This is an optimization exercise on Yosys and OpenROAD, whose aim is small area and a short achievable clock period, not a production implementation.
The clock port is modelled as an ideal driver, which makes a skipped or thinned clock tree look cheaper than it is; a real chip needs a root buffer or a tree.

==> wip/lagoon: inputs <==
==> flow/design.v <==
module rca_adder_64 (
    input  wire [63:0] a,      
    input  wire [63:0] b,      
    input  wire        cin,    
    output wire [63:0] sum,    
    output wire        cout    
);
    assign {cout, sum} = a + b + cin;
endmodule
module carry_sel_adder_64 (
	input  wire [63:0] a,
	input  wire [63:0] b,
	input  wire        cin,
	output wire [63:0] sum,
	output wire        cout
);
	parameter BLOCK_WIDTH = 16;   
	wire [3:0] carry;   
	wire [BLOCK_WIDTH:0] sum0_block0;  
	wire [BLOCK_WIDTH:0] sum1_block0;  
	assign {sum0_block0[BLOCK_WIDTH], sum0_block0[BLOCK_WIDTH - 1:0]} = a[15:0] + b[15:0] + 1'b0;
	assign {sum1_block0[BLOCK_WIDTH], sum1_block0[BLOCK_WIDTH - 1:0]} = a[15:0] + b[15:0] + 1'b1;
	assign {carry[0], sum[15:0]} = cin ? sum1_block0 : sum0_block0;
	genvar i;
	generate
		for (i = 1; i < 4; i = i + 1) begin : cs_block
			wire [BLOCK_WIDTH:0] sum0;  
			wire [BLOCK_WIDTH:0] sum1;  
			localparam integer L = i * BLOCK_WIDTH;
			localparam integer H = i * BLOCK_WIDTH + BLOCK_WIDTH - 1;
			assign {sum0[BLOCK_WIDTH], sum0[BLOCK_WIDTH - 1:0]} = a[H:L] + b[H:L] + 1'b0;
			assign {sum1[BLOCK_WIDTH], sum1[BLOCK_WIDTH - 1:0]} = a[H:L] + b[H:L] + 1'b1;
			assign {carry[i], sum[H:L]} = carry[i - 1] ? sum1 : sum0;
		end
	endgenerate
	assign cout = carry[3];
endmodule
module ling_adder_64 (
  input  wire [63:0] a,
  input  wire [63:0] b,
  input  wire        cin,
  output wire [63:0] sum,
  output wire        cout
);
  wire [63:0] p = a ^ b;
  wire [63:0] g = a & b;
  wire [63:0] t = a | b;
  localparam BLK = 4;
  localparam NB  = 64/BLK;  
  wire [NB-1:0] Pblk, Gblk;
  genvar bi;
  generate
    for (bi=0; bi<NB; bi=bi+1) begin : GEN_BLK_PG
      localparam integer L = bi*BLK;
      localparam integer H = L+BLK-1;
      wire [3:0] pp = p[H:L];
      wire [3:0] gg = g[H:L];
      assign Pblk[bi] = &pp;  
      assign Gblk[bi] = gg[3]
                      | (pp[3] & gg[2])
                      | (pp[3] & pp[2] & gg[1])
                      | (pp[3] & pp[2] & pp[1] & gg[0]);
    end
  endgenerate
  wire [NB-1:0] Pg0 = Pblk;
  wire [NB-1:0] Gg0 = Gblk;
  function integer POW2; input integer k; begin POW2 = (1<<k); end endfunction
  wire [NB-1:0] Pg1, Gg1, Pg2, Gg2, Pg3, Gg3, Pg4, Gg4;
  genvar i1;
  generate
    for (i1=0; i1<NB; i1=i1+1) begin : LVL1
      if (i1>=1) begin
        assign Gg1[i1] = Gg0[i1] | (Pg0[i1] & Gg0[i1-1]);
        assign Pg1[i1] = Pg0[i1] & Pg0[i1-1];
      end else begin
        assign Gg1[i1] = Gg0[i1];
        assign Pg1[i1] = Pg0[i1];
      end
    end
  endgenerate
  genvar i2;
  generate
    for (i2=0; i2<NB; i2=i2+1) begin : LVL2
      if (i2>=2) begin
        assign Gg2[i2] = Gg1[i2] | (Pg1[i2] & Gg1[i2-2]);
        assign Pg2[i2] = Pg1[i2] & Pg1[i2-2];
      end else begin
        assign Gg2[i2] = Gg1[i2];
        assign Pg2[i2] = Pg1[i2];
      end
    end
  endgenerate
  genvar i3;
  generate
    for (i3=0; i3<NB; i3=i3+1) begin : LVL3
      if (i3>=4) begin
        assign Gg3[i3] = Gg2[i3] | (Pg2[i3] & Gg2[i3-4]);
        assign Pg3[i3] = Pg2[i3] & Pg2[i3-4];
      end else begin
        assign Gg3[i3] = Gg2[i3];
        assign Pg3[i3] = Pg2[i3];
      end
    end
  endgenerate
  genvar i4;
  generate
    for (i4=0; i4<NB; i4=i4+1) begin : LVL4
      if (i4>=8) begin
        assign Gg4[i4] = Gg3[i4] | (Pg3[i4] & Gg3[i4-8]);
        assign Pg4[i4] = Pg3[i4] & Pg3[i4-8];
      end else begin
        assign Gg4[i4] = Gg3[i4];
        assign Pg4[i4] = Pg3[i4];
      end
    end
  endgenerate
  wire [NB:0] Hblk;   
  assign Hblk[0] = cin;
  genvar ci;
  generate
    for (ci=1; ci<=NB; ci=ci+1) begin : GEN_HBLK
      assign Hblk[ci] = Gg4[ci-1] | (Pg4[ci-1] & cin);
    end
  endgenerate
  genvar bj;
  generate
    for (bj=0; bj<NB; bj=bj+1) begin : GEN_BLOCK_SUM
      localparam integer L = bj*BLK;
      localparam integer H = L+BLK-1;
      wire [3:0] pp = p[H:L];
      wire [3:0] gg = g[H:L];
      wire [3:0] tt = t[H:L];
      wire       h_m1 = Hblk[bj];
      wire       h0   = gg[0] | (pp[0] & h_m1);
      wire       h1   = gg[1] | (pp[1] & gg[0]) | (pp[1] & pp[0] & h_m1);
      wire       h2   = gg[2] | (pp[2] & gg[1]) | (pp[2] & pp[1] & gg[0]) | (pp[2] & pp[1] & pp[0] & h_m1);
      wire       h3   = gg[3] | (pp[3] & gg[2]) | (pp[3] & pp[2] & gg[1]) | (pp[3] & pp[2] & pp[1] & gg[0]) | (pp[3] & pp[2] & pp[1] & pp[0] & h_m1);
      assign sum[L+0] = pp[0] ^ (h_m1);
      assign sum[L+1] = pp[1] ^ (h0   & tt[0]);
      assign sum[L+2] = pp[2] ^ (h1   & tt[1]);
      assign sum[L+3] = pp[3] ^ (h2   & tt[2]);
    end
  endgenerate
  assign cout = Hblk[NB] & t[63];
endmodule
module cla_adder_64 (
  input  wire [63:0] a,
  input  wire [63:0] b,
  input  wire        cin,
  output wire [63:0] sum,
  output wire        cout
);
  localparam integer WIDTH = 64;
  localparam integer BLK   = 4;           
  localparam integer GRP   = 4;           
  localparam integer NB    = WIDTH/BLK;   
  localparam integer NG    = NB/GRP;      
  wire [WIDTH-1:0] p = a ^ b;
  wire [WIDTH-1:0] g = a & b;
  wire [NB-1:0] GP_block_G;
  wire [NB-1:0] GP_block_P;
  wire [NB:0] c_block;   
  assign c_block[0] = cin;
  wire [NG:0] c_group;   
  assign c_group[0] = cin;
  genvar bi, bj;
  generate
    for (bi = 0; bi < NB; bi = bi + 1) begin : GEN_BLK
      wire [BLK-1:0] pp, gg;
      for (bj = 0; bj < BLK; bj = bj + 1) begin : GEN_BITIDX
        assign pp[bj] = p[bi * BLK + bj];
        assign gg[bj] = g[bi * BLK + bj];
      end
      wire Pblk =  pp[3] &  pp[2] &  pp[1] &  pp[0];
      wire Gblk =  gg[3] |
                  (pp[3] & gg[2]) |
                  (pp[3] & pp[2] & gg[1]) |
                  (pp[3] & pp[2] & pp[1] & gg[0]);
      assign GP_block_P[bi] = Pblk;
      assign GP_block_G[bi] = Gblk;
    end
  endgenerate
  wire [NG-1:0] GP_group_G, GP_group_P;
  generate
    genvar gi;
    for (gi = 0; gi < NG; gi = gi + 1) begin : GEN_GRP
      localparam integer base = gi*GRP;
      wire p0 = GP_block_P[base + 0];
      wire p1 = GP_block_P[base + 1];
      wire p2 = GP_block_P[base + 2];
      wire p3 = GP_block_P[base + 3];
      wire g0 = GP_block_G[base + 0];
      wire g1 = GP_block_G[base + 1];
      wire g2 = GP_block_G[base + 2];
      wire g3 = GP_block_G[base + 3];
      wire Pgrp = p3 & p2 & p1 & p0;
      wire Ggrp = g3 |(p3 & g2) |(p3 & p2 & g1) |(p3 & p2 & p1 & g0);
      assign GP_group_P[gi] = Pgrp;
      assign GP_group_G[gi] = Ggrp;
      assign c_group[gi+1] = Ggrp | (Pgrp & c_group[gi]);
      assign c_block[base+0] = c_group[gi];
      assign c_block[base+1] = g0 | (p0 & c_block[base+0]);
      assign c_block[base+2] = g1 | (p1 & c_block[base+1]);
      assign c_block[base+3] = g2 | (p2 & c_block[base+2]);
    end
  endgenerate
  assign cout = c_group[NG];
  generate
    genvar kb;
    for (kb = 0; kb < NB; kb = kb + 1) begin : GEN_SUM_BLK
      wire c0 = c_block[kb + 0];
      wire c1 = g[kb * BLK + 0] | (p[kb * BLK + 0] & c0);
      wire c2 = g[kb * BLK + 1] | (p[kb * BLK + 1] & c1);
      wire c3 = g[kb * BLK + 2] | (p[kb * BLK + 2] & c2);
      assign sum[kb * BLK + 0] = p[kb * BLK + 0] ^ c0;
      assign sum[kb * BLK + 1] = p[kb * BLK + 1] ^ c1;
      assign sum[kb * BLK + 2] = p[kb * BLK + 2] ^ c2;
      assign sum[kb * BLK + 3] = p[kb * BLK + 3] ^ c3;
    end
  endgenerate
endmodule
module carry_skip_adder_64 (
  input  wire [63:0] a,
  input  wire [63:0] b,
  input  wire        cin,
  output wire [63:0] sum,
  output wire        cout
);
  localparam integer WIDTH = 64;
  localparam integer BLK   = 8;
  localparam integer NB = WIDTH/BLK;
  wire [WIDTH-1:0] p = a ^ b;
  wire [WIDTH-1:0] g = a & b;
  wire [NB:0] c_blk;
  assign c_blk[0] = cin;
  wire [NB-1:0] P_blk;
  wire [NB-1:0] Cout_blk;
  genvar bi, j;
  generate
    for (bi = 0; bi < NB; bi = bi + 1) begin : GEN_BLK
      localparam integer base = bi*BLK;
      wire [BLK:0] c;     
      assign c[0] = c_blk[bi];
      for (j = 0; j < BLK; j = j + 1) begin : GEN_BITS
        assign c[j+1]           = g[base+j] | (p[base+j] & c[j]);
        assign sum[base + j]    = p[base+j] ^ c[j];
      end
      wire P_all = &p[base +: BLK];
      assign P_blk[bi]  = P_all;
      assign Cout_blk[bi] = c[BLK];
      assign c_blk[bi+1] = (P_all & c_blk[bi]) | ((~P_all) & Cout_blk[bi]);
    end
  endgenerate
  assign cout = c_blk[NB];
endmodule
module adders_top (
    input  wire        clk,
    input  wire        rst_n,
    input  wire        a_bit_in,            
    input  wire        b_bit_in,            
    input  wire        cin_in,              
    input  wire        start_in,            
    output reg  [63:0] sum_out,
    output reg         cout_out,
    output wire        ready_out            
);
    reg       s_q;
    reg [6:0] cnt;
    reg       busy;
    reg       ready_q;
    wire load_cin = (cnt == 7'd62);
    wire last     = (cnt == 7'd127);
    always @(posedge clk) begin
        s_q     <= a_bit_in ^ b_bit_in ^ cout_out;
        sum_out <= {s_q, sum_out[63:1]};
        if (load_cin)
            cout_out <= cin_in;
        else if (!last)
            cout_out <= (a_bit_in & b_bit_in) | (cout_out & (a_bit_in | b_bit_in));
    end
    always @(posedge clk) begin
        if (busy)
            cnt <= cnt + 7'd1;
        else
            cnt <= 7'd62;
    end
    always @(posedge clk or negedge rst_n) begin
        if (!rst_n) begin
            busy    <= 1'b0;
            ready_q <= 1'b0;
        end else begin
            busy    <= busy ? !last : start_in;
            ready_q <= busy & last;
        end
    end
    assign ready_out = ready_q;
endmodule
==> flow/run.sh <==
#!/bin/bash
# synth_recipe.tcl (not shown) runs the flow's synth.tcl, then flattens the netlist and writes it again
# the make line also repeats each setting of config.mk as NAME=value (left out here)
make -C /OpenROAD-flow-scripts/flow DESIGN_CONFIG=/design/flow/config.mk WORK_HOME=/design/flow/orfs CLKGATE_MAP_FILE= SYNTH_SCRIPT=/design/flow/synth_recipe.tcl finish
==> flow/config.mk <==
export PLATFORM = sky130hd
export DESIGN_NAME = adders_top
export DESIGN_NICKNAME = adders_top
export VERILOG_FILES = /design/flow/design.v
export SDC_FILE = /design/flow/constraint.sdc
export NUM_CORES = 4
export LEC_CHECK = 0
export CAP_MARGIN = 20
export CORE_MARGIN = 2
export CORE_UTILIZATION = 40
export SETUP_SLACK_MARGIN = 2.5
export SLEW_MARGIN = 20
==> flow/constraint.sdc <==
create_clock -name core_clock -period 4.0 [get_ports {clk}]
set_input_delay 0.8000 -clock core_clock [delete_from_list [all_inputs] [get_ports {clk}]]
set_output_delay 0.8000 -clock core_clock [all_outputs]
set_load 0.01 [all_outputs]
==> wip/zinc (differences from wip/lagoon) <==
==> flow/design.v, changed modules only <==
module adders_top (
    input  wire        clk,
    input  wire        rst_n,
    input  wire        a_bit_in,            
    input  wire        b_bit_in,            
    input  wire        cin_in,              
    input  wire        start_in,            
    output reg  [63:0] sum_out,
    output reg         cout_out,
    output wire        ready_out            
);
    localparam [6:0] SEED = 7'b0010101;    
    reg       s_q;
    reg       ci;
    reg [6:0] cnt;
    reg       busy;
    reg       ready_q;
    wire first = cnt[3] & !cnt[2] & cnt[1] & cnt[0];    
    wire last  = cnt[6] & !cnt[5] & cnt[1] & !cnt[0];   
    wire c_in = first ? ci : cout_out;
    wire a_m  = a_bit_in & !last;
    wire b_m  = b_bit_in | last;
    always @(posedge clk) begin
        ci       <= cin_in;
        s_q      <= a_m ^ b_m ^ c_in;
        cout_out <= (a_m & b_m) | (c_in & (a_m | b_m));
        sum_out  <= {s_q, sum_out[63:1]};
    end
    always @(posedge clk) begin
        if (busy)
            cnt <= {cnt[5:0], cnt[6] ^ cnt[0]};
        else
            cnt <= SEED;
    end
    always @(posedge clk or negedge rst_n) begin
        if (!rst_n) begin
            busy    <= 1'b0;
            ready_q <= 1'b0;
        end else begin
            busy    <= busy ? !last : start_in;
            ready_q <= busy & last;
        end
    end
    assign ready_out = ready_q;
endmodule
==> flow/flow/run.sh (new file) <==
#!/bin/bash
set -euo pipefail
HERE=$(pwd)
bash standard.sh BUFFER_PORTS_ARGS="-buffer_cell sky130_fd_sc_hd__buf_1" \
  POST_CTS_TCL="$HERE/flow/clock.tcl" finish > standard.log 2>&1
==> flow/flow/clock.tcl (new file) <==
# POST_CTS hook: replace the clock tree that CTS built with a single level of
# clock buffers driven straight from the clock port. The flip-flops are split
# into NB groups by location (recursive median cuts); each group gets one
# buffer at its centroid. All flip-flops see the same one-buffer path.
set NB 4
set M sky130_fd_sc_hd__clkbuf_16
if { [info exists ::env(CLK_NB)] } { set NB $::env(CLK_NB) }
if { [info exists ::env(CLK_CELL)] } { set M $::env(CLK_CELL) }

set db [ord::get_db]
set block [ord::get_db_block]
set clknet [$block findNet clk]
set master [$db findMaster $M]

# Walk the clock tree from the port: collect tree cells and flip-flop clock pins.
set tree_insts {}
set tree_nets {}
set sinks {}
set todo [list $clknet]
while { [llength $todo] > 0 } {
  set net [lindex $todo 0]
  set todo [lrange $todo 1 end]
  foreach it [$net getITerms] {
    if { ![$it isInputSignal] && [[$it getMTerm] getSigType] != "CLOCK" } {
      # driver pin of this net
      continue
    }
    set inst [$it getInst]
    if { [[$inst getMaster] isSequential] } {
      lappend sinks $it
    } elseif { [lsearch -exact $tree_insts $inst] < 0 } {
      lappend tree_insts $inst
      foreach ot [$inst getITerms] {
        if { [$ot isOutputSignal] && [$ot getNet] != "NULL" } {
          lappend todo [$ot getNet]
          lappend tree_nets [$ot getNet]
        }
      }
    }
  }
}
puts "clock.tcl: [llength $sinks] sinks, removing [llength $tree_insts] tree cells"

foreach it $sinks { $it disconnect }
foreach inst $tree_insts { odb::dbInst_destroy $inst }
foreach net $tree_nets { if { [llength [$net getITerms]] == 0 } { odb::dbNet_destroy $net } }

# Group the sinks by recursive median cuts along the longer side.
proc split_groups { items n } {
  if { $n <= 1 || [llength $items] < 2 } { return [list $items] }
  set xs {}; set ys {}
  foreach d $items { lappend xs [lindex $d 0]; lappend ys [lindex $d 1] }
  set xs [lsort -integer $xs]; set ys [lsort -integer $ys]
  set w [expr {[lindex $xs end] - [lindex $xs 0]}]
  set h [expr {[lindex $ys end] - [lindex $ys 0]}]
  set idx [expr {$w >= $h ? 0 : 1}]
  set s [lsort -integer -index $idx $items]
  set n1 [expr {$n / 2}]
  set k [expr {[llength $s] * $n1 / $n}]
  return [concat [split_groups [lrange $s 0 [expr {$k-1}]] $n1] \
                 [split_groups [lrange $s $k end] [expr {$n - $n1}]]]
}
set data {}
foreach it $sinks {
  set inst [$it getInst]
  set b [$inst getBBox]
  lappend data [list [expr {([$b xMin]+[$b xMax])/2}] [expr {([$b yMin]+[$b yMax])/2}] $it]
}
set g 0
foreach grp [split_groups $data $NB] {
  set sx 0; set sy 0
  foreach d $grp { set sx [expr {$sx+[lindex $d 0]}]; set sy [expr {$sy+[lindex $d 1]}] }
  set cx [expr {$sx/[llength $grp]}]; set cy [expr {$sy/[llength $grp]}]
  set inst [odb::dbInst_create $block $master "clkroot_$g"]
  $inst setLocation $cx $cy
  $inst setPlacementStatus PLACED
  set net [odb::dbNet_create $block "clknet_root_$g"]
  $net setSigType CLOCK
  [$inst findITerm A] connect $clknet
  [$inst findITerm X] connect $net
  foreach d $grp { [lindex $d 2] connect $net }
  puts "clock.tcl: clkroot_$g drives [llength $grp] sinks"
  incr g
}
detailed_placement
check_placement -verbose
set_propagated_clock [all_clocks]
estimate_parasitics -placement
report_clock_skew
report_checks -group_path_count 5 -format end
==> flow/standard.sh (new file) <==
#!/bin/bash
# synth_recipe.tcl (not shown) runs the flow's synth.tcl, then flattens the netlist and writes it again
# the make line also repeats each setting of config.mk as NAME=value (left out here)
make -C /OpenROAD-flow-scripts/flow DESIGN_CONFIG=/design/flow/config.mk WORK_HOME=/design/flow/orfs CLKGATE_MAP_FILE= SYNTH_SCRIPT=/design/flow/synth_recipe.tcl "${@:-finish}"
SETUP_SLACK_MARGIN = not set   (was 2.5)
removed: flow/run.sh
==> wip/raven (differences from wip/lagoon) <==
==> flow/design.v, changed modules only <==
module adders_top (
    input  wire        clk,
    input  wire        rst_n,
    input  wire        a_bit_in,            
    input  wire        b_bit_in,            
    input  wire        cin_in,              
    input  wire        start_in,            
    output reg  [63:0] sum_out,
    output reg         cout_out,
    output wire        ready_out            
);
    localparam [6:0] SEED = 7'b0010101;    
    reg       s_q;
    reg       ci;
    reg       c;
    reg [6:0] cnt;
    reg       busy;
    reg       ready_q;
    wire first = cnt[3] & !cnt[2] & cnt[1] & cnt[0];    
    wire last  = cnt[6] & !cnt[5] & cnt[1] & !cnt[0];   
    wire c_in = first ? ci : c;
    always @(posedge clk) begin
        ci       <= cin_in;
        s_q      <= a_bit_in ^ b_bit_in ^ c_in;
        c        <= (a_bit_in & b_bit_in) | (c_in & (a_bit_in | b_bit_in));
        cout_out <= c;
        sum_out  <= {s_q, sum_out[63:1]};
    end
    always @(posedge clk) begin
        if (busy)
            cnt <= {cnt[5:0], cnt[6] ^ cnt[0]};
        else
            cnt <= SEED;
    end
    always @(posedge clk or negedge rst_n) begin
        if (!rst_n) begin
            busy    <= 1'b0;
            ready_q <= 1'b0;
        end else begin
            busy    <= busy ? !last : start_in;
            ready_q <= busy & last;
        end
    end
    assign ready_out = ready_q;
endmodule
==> flow/flow/run.sh (new file) <==
#!/bin/bash
set -euo pipefail
HERE=$(pwd)
bash standard.sh BUFFER_PORTS_ARGS="-buffer_cell sky130_fd_sc_hd__buf_1" \
  POST_CTS_TCL="$HERE/flow/clock.tcl" finish > standard.log 2>&1
==> flow/flow/clock.tcl (new file) <==
# POST_CTS hook: replace the clock tree that CTS built with a single level of
# clock buffers driven straight from the clock port. The flip-flops are split
# into NB groups by location (recursive median cuts); each group gets one
# buffer at its centroid. All flip-flops see the same one-buffer path.
set NB 4
set M sky130_fd_sc_hd__clkbuf_16
if { [info exists ::env(CLK_NB)] } { set NB $::env(CLK_NB) }
if { [info exists ::env(CLK_CELL)] } { set M $::env(CLK_CELL) }

set db [ord::get_db]
set block [ord::get_db_block]
set clknet [$block findNet clk]
set master [$db findMaster $M]

# Walk the clock tree from the port: collect tree cells and flip-flop clock pins.
set tree_insts {}
set tree_nets {}
set sinks {}
set todo [list $clknet]
while { [llength $todo] > 0 } {
  set net [lindex $todo 0]
  set todo [lrange $todo 1 end]
  foreach it [$net getITerms] {
    if { ![$it isInputSignal] && [[$it getMTerm] getSigType] != "CLOCK" } {
      # driver pin of this net
      continue
    }
    set inst [$it getInst]
    if { [[$inst getMaster] isSequential] } {
      lappend sinks $it
    } elseif { [lsearch -exact $tree_insts $inst] < 0 } {
      lappend tree_insts $inst
      foreach ot [$inst getITerms] {
        if { [$ot isOutputSignal] && [$ot getNet] != "NULL" } {
          lappend todo [$ot getNet]
          lappend tree_nets [$ot getNet]
        }
      }
    }
  }
}
puts "clock.tcl: [llength $sinks] sinks, removing [llength $tree_insts] tree cells"

foreach it $sinks { $it disconnect }
foreach inst $tree_insts { odb::dbInst_destroy $inst }
foreach net $tree_nets { if { [llength [$net getITerms]] == 0 } { odb::dbNet_destroy $net } }

# Group the sinks by recursive median cuts along the longer side.
proc split_groups { items n } {
  if { $n <= 1 || [llength $items] < 2 } { return [list $items] }
  set xs {}; set ys {}
  foreach d $items { lappend xs [lindex $d 0]; lappend ys [lindex $d 1] }
  set xs [lsort -integer $xs]; set ys [lsort -integer $ys]
  set w [expr {[lindex $xs end] - [lindex $xs 0]}]
  set h [expr {[lindex $ys end] - [lindex $ys 0]}]
  set idx [expr {$w >= $h ? 0 : 1}]
  set s [lsort -integer -index $idx $items]
  set n1 [expr {$n / 2}]
  set k [expr {[llength $s] * $n1 / $n}]
  return [concat [split_groups [lrange $s 0 [expr {$k-1}]] $n1] \
                 [split_groups [lrange $s $k end] [expr {$n - $n1}]]]
}
set data {}
foreach it $sinks {
  set inst [$it getInst]
  set b [$inst getBBox]
  lappend data [list [expr {([$b xMin]+[$b xMax])/2}] [expr {([$b yMin]+[$b yMax])/2}] $it]
}
set g 0
foreach grp [split_groups $data $NB] {
  set sx 0; set sy 0
  foreach d $grp { set sx [expr {$sx+[lindex $d 0]}]; set sy [expr {$sy+[lindex $d 1]}] }
  set cx [expr {$sx/[llength $grp]}]; set cy [expr {$sy/[llength $grp]}]
  set inst [odb::dbInst_create $block $master "clkroot_$g"]
  $inst setLocation $cx $cy
  $inst setPlacementStatus PLACED
  set net [odb::dbNet_create $block "clknet_root_$g"]
  $net setSigType CLOCK
  [$inst findITerm A] connect $clknet
  [$inst findITerm X] connect $net
  foreach d $grp { [lindex $d 2] connect $net }
  puts "clock.tcl: clkroot_$g drives [llength $grp] sinks"
  incr g
}
detailed_placement
check_placement -verbose
set_propagated_clock [all_clocks]
estimate_parasitics -placement
report_clock_skew
report_checks -group_path_count 5 -format end
==> flow/standard.sh (new file) <==
#!/bin/bash
# synth_recipe.tcl (not shown) runs the flow's synth.tcl, then flattens the netlist and writes it again
# the make line also repeats each setting of config.mk as NAME=value (left out here)
make -C /OpenROAD-flow-scripts/flow DESIGN_CONFIG=/design/flow/config.mk WORK_HOME=/design/flow/orfs CLKGATE_MAP_FILE= SYNTH_SCRIPT=/design/flow/synth_recipe.tcl "${@:-finish}"
GPL_TIMING_DRIVEN = 1   (was not set)
SETUP_SLACK_MARGIN = not set   (was 2.5)
removed: flow/run.sh
==> wip/maple (differences from wip/lagoon) <==
SETUP_SLACK_MARGIN = not set   (was 2.5)
==> out/results.ini <==
[yosys]
synthMuxAreaShare=0.0122

[drt]
vias_per_cell=4.24

[worst_setup_path]
max_stage_delay_ns=0.41

[clocking]
cts_root_buffer=clkbuf_8

[global_route]
grtUsageMet1=0.169

[run_status]
status=finished clean

[sta]
fmax_mhz=589

[place]
placed_cells=227

-- figures above: wip/lagoon

==> out/results.ini <==
[drt]
met3WireLength_um=304
vias_per_cell=4.16

[worst_setup_path]
max_stage_delay_ns=0.37

[place]
placed_cells=216

[yosys]
synthMuxAreaShare=0.00594

[run_status]
status=finished clean

[sta]
fmax_mhz=675

[global_route]
grtUsageMet1=0.114

-- figures above: wip/raven

==> out/results.ini <==
[run_status]
status=finished clean

[sta]
fmax_mhz=491

[yosys]
synthMuxAreaShare=0.0122

[clocking]
cts_root_buffer=clkbuf_8

[drt]
vias_per_cell=4.34

[worst_setup_path]
max_stage_delay_ns=0.54

[global_route]
grtUsageMet1=0.153

-- figures above: wip/maple

==> out/results.ini <==
[place]
placed_cells=214

[drt]
vias_per_cell=4.21

[run_status]
status=finished clean

[sta]
fmax_mhz=658

-- figures above: wip/zinc

No run of this note included a check of the RTL's function; only the layout flow was run. The clock cells of wip/zinc and wip/raven come from the design's own scripts or RTL, not from TritonCTS.

what the ideal ports hide:
In the flow no input, the clock included, has a driving cell. The finished layouts below were timed again as built, in two steps. Step 1: set_driving_cell puts a clkbuf_16 on clk and a buf_2 on each other input, an assumption about the parent block. Step 2, shift: input delay + t, output delay - t, t = (earliest + latest rising clock arrival at the registers) / 2. This alone moves slack from input paths to output paths. a / b / c = ideal ports / drivers / drivers and shift; a / b = the first two.
| run | t, ns | slack for setup (ns) | worst setup path at the end | slew at the worst register clock pin (ns) | worst slew at a driven data input, ns |
|---|---|---|---|---|---|
| wip/lagoon | 0.353 | 2.302 / 2.281 / 2.155 | input to register | 0.07 / 0.07 | 0.03 |
| wip/zinc | 0.204 | 2.480 / 2.457 / 2.325 | input to register | 0.07 / 0.07 | 0.03 |
| wip/raven | 0.206 | 2.520 / 2.451 / 2.401 | input to register | 0.07 / 0.07 | 0.03 |
| wip/maple | 0.346 | 1.963 / 1.939 / 1.810 | input to register | 0.07 / 0.07 | 0.04 |
After both steps every run listed still meets setup and hold. For wip/zinc, which loses most, drivers alone change the setup slack by -0.023 ns; drivers and shift together by -0.155 ns.
